Source: an optimization exercise on an open RTL-to-GDS flow (aim: small area). Production flows keep margins and buffers that such runs may drop. The RTL was checked by simulation tests, not by an equivalence proof against the original design.

==> flow/design.v <==
`timescale 1ns/1ns
module FIR(
		input				clk,			 
		input				rst_n,		 
		input				clk_en,		 
		input  [15:0]	filter_in,	 
		output [15:0]	filter_out	 
);
parameter  [7:0]	coeff0 = 8'd7;
parameter  [7:0]	coeff1 = 8'd5;
parameter  [7:0]	coeff2 = 8'd51;
parameter  [7:0]	coeff3 = 8'd135;
parameter  [7:0]	coeff4 = 8'd179;
parameter  [7:0]	coeff5 = 8'd135;
parameter  [7:0]	coeff6 = 8'd51;
parameter  [7:0]	coeff7 = 8'd5;
parameter  [7:0]	coeff8 = 8'd7;
reg [15:0]	delay_pipeline [0:8];	 
reg [23:0]	product 			[0:8];	 
reg [26:0]	sum;							 
always@(posedge clk or negedge rst_n) begin
	if(!rst_n) begin
		delay_pipeline[0] <= 0;
		delay_pipeline[1] <= 0;
		delay_pipeline[2] <= 0;
		delay_pipeline[3] <= 0;
		delay_pipeline[4] <= 0;
		delay_pipeline[5] <= 0;
		delay_pipeline[6] <= 0;
		delay_pipeline[7] <= 0;
		delay_pipeline[8] <= 0;
	end
	else if(clk_en) begin
		delay_pipeline[0] <= filter_in;
		delay_pipeline[1] <= delay_pipeline[0];
		delay_pipeline[2] <= delay_pipeline[1];
		delay_pipeline[3] <= delay_pipeline[2];
	   delay_pipeline[4] <= delay_pipeline[3];
		delay_pipeline[5] <= delay_pipeline[4];
		delay_pipeline[6] <= delay_pipeline[5];
		delay_pipeline[7] <= delay_pipeline[6];
	   delay_pipeline[8] <= delay_pipeline[7];
	end
end
always@(posedge clk or negedge rst_n) begin
	if(!rst_n) begin
		product[0] <= 0; 
		product[1] <= 0; 
		product[2] <= 0; 
		product[3] <= 0; 
	   product[4] <= 0; 
	   product[5] <= 0; 
	   product[6] <= 0; 
	   product[7] <= 0; 
	   product[8] <= 0; 
	end
	else if(clk_en) begin
		product[0] <= delay_pipeline[0]*coeff0;
		product[1] <= delay_pipeline[1]*coeff1;
		product[2] <= delay_pipeline[2]*coeff2;
		product[3] <= delay_pipeline[3]*coeff3;
		product[4] <= delay_pipeline[4]*coeff4;
		product[5] <= delay_pipeline[5]*coeff5;
		product[6] <= delay_pipeline[6]*coeff6;
		product[7] <= delay_pipeline[7]*coeff7;
		product[8] <= delay_pipeline[8]*coeff8;
	end
end
always@(posedge clk or negedge rst_n) begin
	if(!rst_n)
		sum <= 0;
	else if(clk_en)
		sum <= (product[8]+product[7]+product[6]+product[5]+product[4]+product[3]+product[2]+product[1]+product[0]);
end	
assign filter_out = sum[26:11];
endmodule
==> flow/run.sh <==
#!/bin/bash
# synth_recipe.tcl (not shown) runs the flow's synth.tcl, then flattens the netlist and writes it again
# the make line also repeats each setting of config.mk as NAME=value (left out here)
make -C /OpenROAD-flow-scripts/flow DESIGN_CONFIG=/design/flow/config.mk WORK_HOME=/design/flow/orfs CLKGATE_MAP_FILE= SYNTH_SCRIPT=/design/flow/synth_recipe.tcl finish
==> flow/config.mk <==
export PLATFORM = sky130hd
export DESIGN_NAME = FIR
export DESIGN_NICKNAME = FIR
export VERILOG_FILES = /design/flow/design.v
export SDC_FILE = /design/flow/constraint.sdc
export NUM_CORES = 4
export LEC_CHECK = 0
export CAP_MARGIN = 20
export CORE_MARGIN = 2
export CORE_UTILIZATION = 40
export SLEW_MARGIN = 20
==> flow/constraint.sdc <==
create_clock -name core_clock -period 6.0 [get_ports {clk}]
set_input_delay 1.2000 -clock core_clock [delete_from_list [all_inputs] [get_ports {clk}]]
set_output_delay 1.2000 -clock core_clock [all_outputs]
set_load 0.01 [all_outputs]
==> impl_metrics.csv <==
group,metric,value,unit
outcome,outcome,"no timing/DRC/antenna violations",
global_route,grtUsageTotal,19.3,%
cells_and_area,nets,3575,
setup_path,crit_chain,"inv_1 -> fa_1 -> inv_1 -> fa_1 -> fa_1 -> fa_1 -> ha_1 -> a21o_1 -> a221oi_1 -> o211ai_1 -> a31o_2 -> a211oi_1 -> o221ai_1 -> a21oi_1 -> a21oi_1",
min_path,hp-class,"reg -> reg",
synth,ys_seq_elements,342,
synth,async_flop_share,100,%
timing,final.setup.tns,0,ns
cts,cts_tree,"yes",
floorplanning,initial_core_util,40.3,%
placement,place_congestion,0.905,
setup_path,critPathKind,"reg -> reg",
synth,yosysWarnings,3,
route,wl_per_cell,18.8,um
placement,post-dp-hpwl,56900,um
synth,synth_cells,2820,
cts,cts.sinks,342,
flow_run,drv_cap,0,
timing,worst_slack,0.955,ns
global_route,globalRoute.totalOverflow,0,
cts,clk_pin_slew,0.06,ns
setup_path,worstPathArrival,5.46,ns
cts,cts_resized,0,
route,routed_via_density,5.27,
timing,hold_violations,0,
cells_and_area,final_common_cell,"inv_1",
timing,fmax,0.198,GHz
route,drt_iter0_drc,1117,
floorplanning,coreArea,75800,um^2
route,drc,0,
timing,clock_skew,0.0189,ns
timing,finalCriticalPeriod,5.05,ns
synth,yosys.cell_types.count,74,
cts,clock_latency,0.58,ns
min_path,holdCritStartpoint,"sum[19]$_DFFE_PN0P_",
floorplanning,ioPinCount,35,
cells_and_area,drive_gt1_share,11.1,%
global_route,top_usage_layer,"met2",
cells_and_area,layout_common_cells,"inv_1, ha_1, dfrtp_1",
setup_path,endpoint_kind,"flop",
cells_and_area,fin_util,44.1,%
timing,slew_viol_final,0,
timing,setup_viol,0,
floorplanning,fp.dieH,280,um
cts,h-tree-depth,2,
synth,seq_area_frac_synth,28.0,%
cts,postCtsHoldBufs,0,
cells_and_area,diodes,0,
synth,syn_avg_cell_area,10.8,um^2
floorplanning,die_w,280,um
global_route,grt_antenna_before_repair,0,
route,dr.pass1.iters,5,
global_route,use_met3,1.87,%
placement,io_buffers,34,
synth,synth_ff_type,"dfrtp_1",
min_path,whs_endpoint,"sum[19]$_DFFE_PN0P_",
route,detail-route-antenna-nets,0,
global_route,met1_usage,26.4,%
setup_path,critPathLaunchType,"flop",
route,wl,72500,um
synth,syn_nets,3549,
timing,relSlewSlack,38.7,%
setup_path,crit_top_cell,"fa_1",
timing,tightest_slew,0.920,ns
cts,clockRootBuffer,"clkbuf_16",
setup_path,r2r_setup_slack,0.95,ns
route,vias,20300,
timing,holdWs,0.486,ns
setup_path,r2r-start,"product[0][6]$_DFFE_PN0P_",
timing,post-route-period-util,84.1,%
floorplanning,rows,101,
floorplanning,die_area,78600,um^2
cts,cts_buffers,41,
global_route,grt_pass1_wl,119000,um
global_route,grt_start_max_net_pins,157,
synth,synth_edf_count,0,
setup_path,rr_worst_depth,15,
cts,clock_path_buffers,3,
setup_path,r2r-end,"sum[26]$_DFFE_PN0P_",
min_path,hold_depth,2,
setup_path,required,6.41,ns
timing,rsz0062_at_grt,"false",
global_route,grt_pass1_vias,21500,
setup_path,cp_max_fo,6,
setup_path,cp_slowest_cell,"fa_1",
cts,cts_setup_buffers,0,
global_route,use_met2,33.0,%
synth,synthesis.area,30500,um^2
placement,pre_cts_ws,1.00,ns
setup_path,critPathMaxStageDelay,0.53,ns
cells_and_area,syn_to_final_growth,9.53,%
==> area by class of cell <==
type,instances,area (um^2)
inverters,455,1710
multi-input cells,1964,20100
flip-flops and latches,342,8560
fillers,7168,42400
repair buffers,42,448
well taps,978,1220
clock buffers,60,1250
clock inverters,11,209
==> synthesized netlist by cell type, types with 13 or more instances <==
master    instances  area, um^2
a211oi_1         18         135
a21o_1           58         435
a21oi_1         122         611
a31oi_1          17         106
clkbuf_1         56         210
dfrtp_1         342        8560
fa_1            310        6210
ha_1            400        5000
inv_1           455        1710
mux2_2          208        2340
mux2i_1          18         180
nand2_1         114         428
nand3_1          36         180
nand4_1          19         119
nor2_1          102         383
nor2b_1          18         113
nor3_1           40         200
o211ai_1         13        97.6
o21a_1           25         188
o21ai_0         115         576
o21bai_1         19         143
o31ai_1          20         150
or3_1            21         131
xnor2_1          74         648
xor2_1           34         298
==> registers in the layout, summed over array words and instances (netlist names) <==
register,cells
product,184
delay_pipeline,142
sum,16
==> worst max-delay path: cells and delay by family, from the launching register on <==
kind / cells / cell delay, ns
adders and majority gates: 5 / 2.36
AOI/OAI and AO/OA: 8 / 2.03
buffers and inverters: 2 / 0.12
DFF: 1 / 0.34
==> through the flow <==
| stage | area (um^2) | std cells |
|---|---|---|
| floorplan | 30500 | 2820 |
| global placement | 32000 | 3781 |
| detailed placement | 32000 | 3781 |
| CTS | 33500 | 3852 |
| global route | 33500 | 3852 |
| finish | 33500 | 3852 |
==> layer usage <==
layer	up-vias	part of all wire [%]
met2	276	49
met4	0	2.0
met3	65	2.7
met5	-	0
li1	9667	-
met1	10300	46
==> logic make-up after synthesis <==
family | after synthesis | synth area share [%]
and+or+nand+nor | 421 | 6.70
buffers and inverters | 514 | 6.32
adders and majority gates | 710 | 36.7
muxes | 226 | 8.26
xor gates and xnor gates | 108 | 3.10
AOI/OAI and AO/OA | 499 | 10.9
DFF | 342 | 28.0
==> worst max path at each step <==
| stage | from | to | cells after the start |
|---|---|---|---|
| after floorplan | product[0][6]$_DFFE_PN0P_ | sum[16]$_DFFE_PN0P_ | 15 |
| after global placement | product[0][6]$_DFFE_PN0P_ | sum[26]$_DFFE_PN0P_ | 15 |
| after detailed placement | product[0][6]$_DFFE_PN0P_ | sum[26]$_DFFE_PN0P_ | 15 |
| after CTS | product[0][6]$_DFFE_PN0P_ | sum[26]$_DFFE_PN0P_ | 15 |
| after global routing | product[0][6]$_DFFE_PN0P_ | sum[26]$_DFFE_PN0P_ | 15 |
| final | product[0][6]$_DFFE_PN0P_ | sum[26]$_DFFE_PN0P_ | 15 |

## what the ideal ports hide
The results above use ideal ports. As a check the final layout listed here was re-extracted and re-timed, cells and wires unchanged. Step 1: set_driving_cell puts a clkbuf_16 on clk and a buf_2 on each other input, an assumption about the parent block. Step 2, shift: input delay + t, output delay - t, t = (earliest + latest rising clock arrival at the registers) / 2. This alone moves slack from input paths to output paths. a / b / c = no drivers / after step 1 / after step 2; a / b = the first two.
shift t [ns]: 0.628
slack for setup (ns): 0.955 / 0.955 / 0.955
hold WS [ns]: 0.486 / 0.486 / 0.486
After both steps this run still meets setup and hold. The setup slack of this run moves by 0.000 ns with the drivers and by 0.000 ns with both steps.
